Background: an optimization exercise with open tools, aiming at small area. Do not read the settings as production practice. RTL that was checked went through simulation tests only; none was proved equivalent to the original. Power figures rest on the tool's default switching activity, not on a simulated workload.

== build 94 ==
// CPUtop
module CPUtop (input power,reset,clk,writeI,softReset,input [31:0] dataI,TPC,output valid,
	output [4:0] wb_reg, output [31:0] wb_data,
	output mem_we, output [31:0] mem_addr, mem_wdata,
	output [31:0] pc);
	localparam MS = 22;    
	integer p;
	genvar j, t;
	reg [29:0] ipc;             
	reg [26:0] instr;
	reg [511:0] imem;           
	reg [255:0] rf;             
	reg [255:0] dm;             
	reg rq;                     
	reg [26:0] d_ir;            
	localparam [3:0] C_NONE = 4'b0000, C_ZW = 4'b0001,    
	                 C_AI = 4'b0010, C_LW = 4'b0011, C_SW = 4'b0100, C_J = 4'b0101,
	                 C_M = 4'b1000, C_D = 4'b1001,          
	                 C_ADD = 4'b1100, C_SUB = 4'b1101, C_SLT = 4'b1110;
	reg [3:0] x_c;              
	reg [4:0] x_wr;
	reg [15:0] x_imm;           
	reg [31:0] x_rt;
	reg [31:0] m_alu, m_sd;
	reg [MS-1:0] m_q;
	reg m_s;
	reg [3:0] m_c;
	reg [4:0] m_wr;
	wire x_M = (x_c == C_M), x_D = (x_c == C_D), x_AI = (x_c == C_AI), x_J = (x_c == C_J);
	wire x_mr = (x_c == C_LW), x_mw = (x_c == C_SW), x_R = x_c[3];
	wire m_M = (m_c == C_M), m_D = (m_c == C_D), m_ADD = (m_c == C_ADD), m_SUB = (m_c == C_SUB);
	wire m_SLT = (m_c == C_SLT), m_AI = (m_c == C_AI), m_J = (m_c == C_J);
	wire m_mr = (m_c == C_LW), m_mw = (m_c == C_SW);
	wire m_rw = m_c[3] | (~m_c[2] & (m_c[1] | m_c[0]));
	reg [31:0] w_d;             
	reg [4:0] w_wr;
	reg w_rw;
	wire clr = reset | softReset;
	wire eN = power & ~clr, hN = ~power & ~clr;               
	wire eI = ~writeI & ~reset, hI = writeI & ~reset;         
	wire run = power & ~softReset;
	wire eP = run & ~reset, hP = ~run & ~reset;               
	wire [1:0] bo = TPC[1:0];
	wire [3:0] bw0 = TPC[5:2];
	wire [3:0] bw1 = TPC[5:2] + 4'd1;
	wire [31:0] rot = (bo == 2'd0) ? dataI :
	                  (bo == 2'd1) ? {dataI[7:0], dataI[31:8]} :
  ...
Size: ~200 I/O pins.
export LEC_CHECK = 0
export ABC_AREA = 1
export CAP_MARGIN = 10
export CORE_MARGIN = 2
export CORE_UTILIZATION = 72
export PLACE_DENSITY = 0.8
export SLEW_MARGIN = 10
export SYNTH_HIERARCHICAL = 1
create_clock -name core_clock -period 140.0 [get_ports {clk}]
standard.sh (not shown) runs the stock make flow with config.mk's settings and CLKGATE_MAP_FILE= SYNTH_SCRIPT=/design/flow/synth_recipe.tcl, a recipe that flattens the netlist after the stock synthesis.
==> flow/flow/run.sh <==
#!/bin/bash
# Own layout flow: the standard ORFS flow (standard.sh) with these changes:
#  - port buffers use the smallest buffer cell;
#  - clock tree synthesis: the clock inverter of the falling-edge registers is
#    kept whole (not copied next to each register), so CTS builds one tree on
#    clk and one on the inverted clock; no dummy loads; options in
#    flow/cts_args.txt.
# Registers, floorplan, power grid, placement, routing and reports are ORFS's
# own steps, run by standard.sh. Each step's full log is in orfs/logs/, and
# make's own output in flow_make.log.
set -euo pipefail
W=$(pwd)
rm -rf "$W/scripts_own"
cp -r "$FLOW_HOME/scripts" "$W/scripts_own"
cp "$W/flow/abc_area.script" "$W/scripts_own/abc_area.script"
sed -i 's/^repair_clock_inverters$/# repair_clock_inverters (left out by flow\/run.sh)/' "$W/scripts_own/cts.tcl"
grep -q "left out by flow" "$W/scripts_own/cts.tcl"
export SCRIPTS_DIR="$W/scripts_own"
export CTS_ARGS="$(cat "$W/flow/cts_args.txt")"
export BUFFER_PORTS_ARGS="-buffer_cell sky130_fd_sc_hd__buf_1"
bash "$W/standard.sh" "SCRIPTS_DIR=$SCRIPTS_DIR" finish > "$W/flow_make.log" 2>&1
==> flow/flow/abc_area.script <==
strash
dch
amap
&get -n
&st
&dch
&put
amap
&get -n
&st
&dch
&put
amap
topo
stime -c
==> flow/flow/cts_args.txt <==
-sink_clustering_enable -repair_clock_nets -dont_use_dummy_load -no_insertion_delay -buf_list {sky130_fd_sc_hd__clkbuf_8} -sink_clustering_size 16 -sink_clustering_max_diameter 50
--- input diff build 94..build 96 ---
==> flow/flow/abc_area.script <==
strash
dch
amap
&get -n
&st
&dch
&put
amap
topo
stime -c
Findings:
- Build 96 went all the way through synthesis, placement and routing and the layout is clean on timing, DRC and antenna.
- Build 96: number of violations reported at the end of detailed-routing iteration 0 lower than build 94
- Summary: maximum frequency, build 96 worse than build 94
- Compared build 96 against build 94; layout buffering overhead excluding clock cells within noise.
- Delta (build 96 minus build 94): utilization after layout saw a decrease; switching part of the total power down 0.30 points; routed wire length saw little to no change; part of the total power dissipated in sequential elements went up 0.4 points; maximum VDD drop dropped about 27%.
- Share of cell area taken by multi-input logic gates across build 96 and build 94: no real change.
- Going from build 94 to build 96, setup slack at placement dropped 0.72 ns, placeable core region went up by about 1.1%.
For build 18, these inputs were changed with respect to build 96:
==> flow/flow/cts_args.txt <==
-sink_clustering_enable -repair_clock_nets -dont_use_dummy_load -buf_list {sky130_fd_sc_hd__clkbuf_8} -sink_clustering_size 16 -sink_clustering_max_diameter 50
Findings:
- Build 18 has share of total power consumed by net switching above what build 96 had.
- Against build 96 as the reference, build 18 delivers a higher design area.
- Power: build 18 draws more than build 96
- Between build 18 and build 96, proportion of layout cells with a drive suffix above 1 is higher for build 18, build 96 comes in under that.

========
CPUtop, a different RTL version from the one above (not shown whole).
For scale: ~7500 cells after synthesis, roughly 1300 flip-flops, roughly 200 I/O pins.
export LEC_CHECK = 0
export ABC_AREA = 1
export CAP_MARGIN = 20
export CORE_MARGIN = 2
export CORE_UTILIZATION = 60
export CTS_BUF_LIST = sky130_fd_sc_hd__clkbuf_4 sky130_fd_sc_hd__clkbuf_8
export PLACE_DENSITY = 0.7
export SLEW_MARGIN = 20
create_clock -name core_clock -period 140.0 [get_ports {clk}]
run.sh (not shown) runs the stock make flow with config.mk's settings and CLKGATE_MAP_FILE= SYNTH_SCRIPT=/design/flow/synth_recipe.tcl, a recipe that flattens the netlist after the stock synthesis.
Stock flow here: none of the scripts above is used.
The baseline finished with timing, DRC and antenna clean.
Rerun with:
--- a/flow/config.mk
+++ b/flow/config.mk
@@ -12 +12,2 @@
-export CTS_BUF_LIST = sky130_fd_sc_hd__clkbuf_4 sky130_fd_sc_hd__clkbuf_8
+export CTS_BUF_LIST = sky130_fd_sc_hd__clkbuf_8
+export CTS_CLUSTER_SIZE = 40
Outcome:
- power falls by 1.2%
- non-clock buffer count went up by 1
- final area stays flat
- sequential power is about the same
- first-iteration DRC count is lower by 0.75%
No run of this note included a check of the RTL's function; only the layout flow was run.
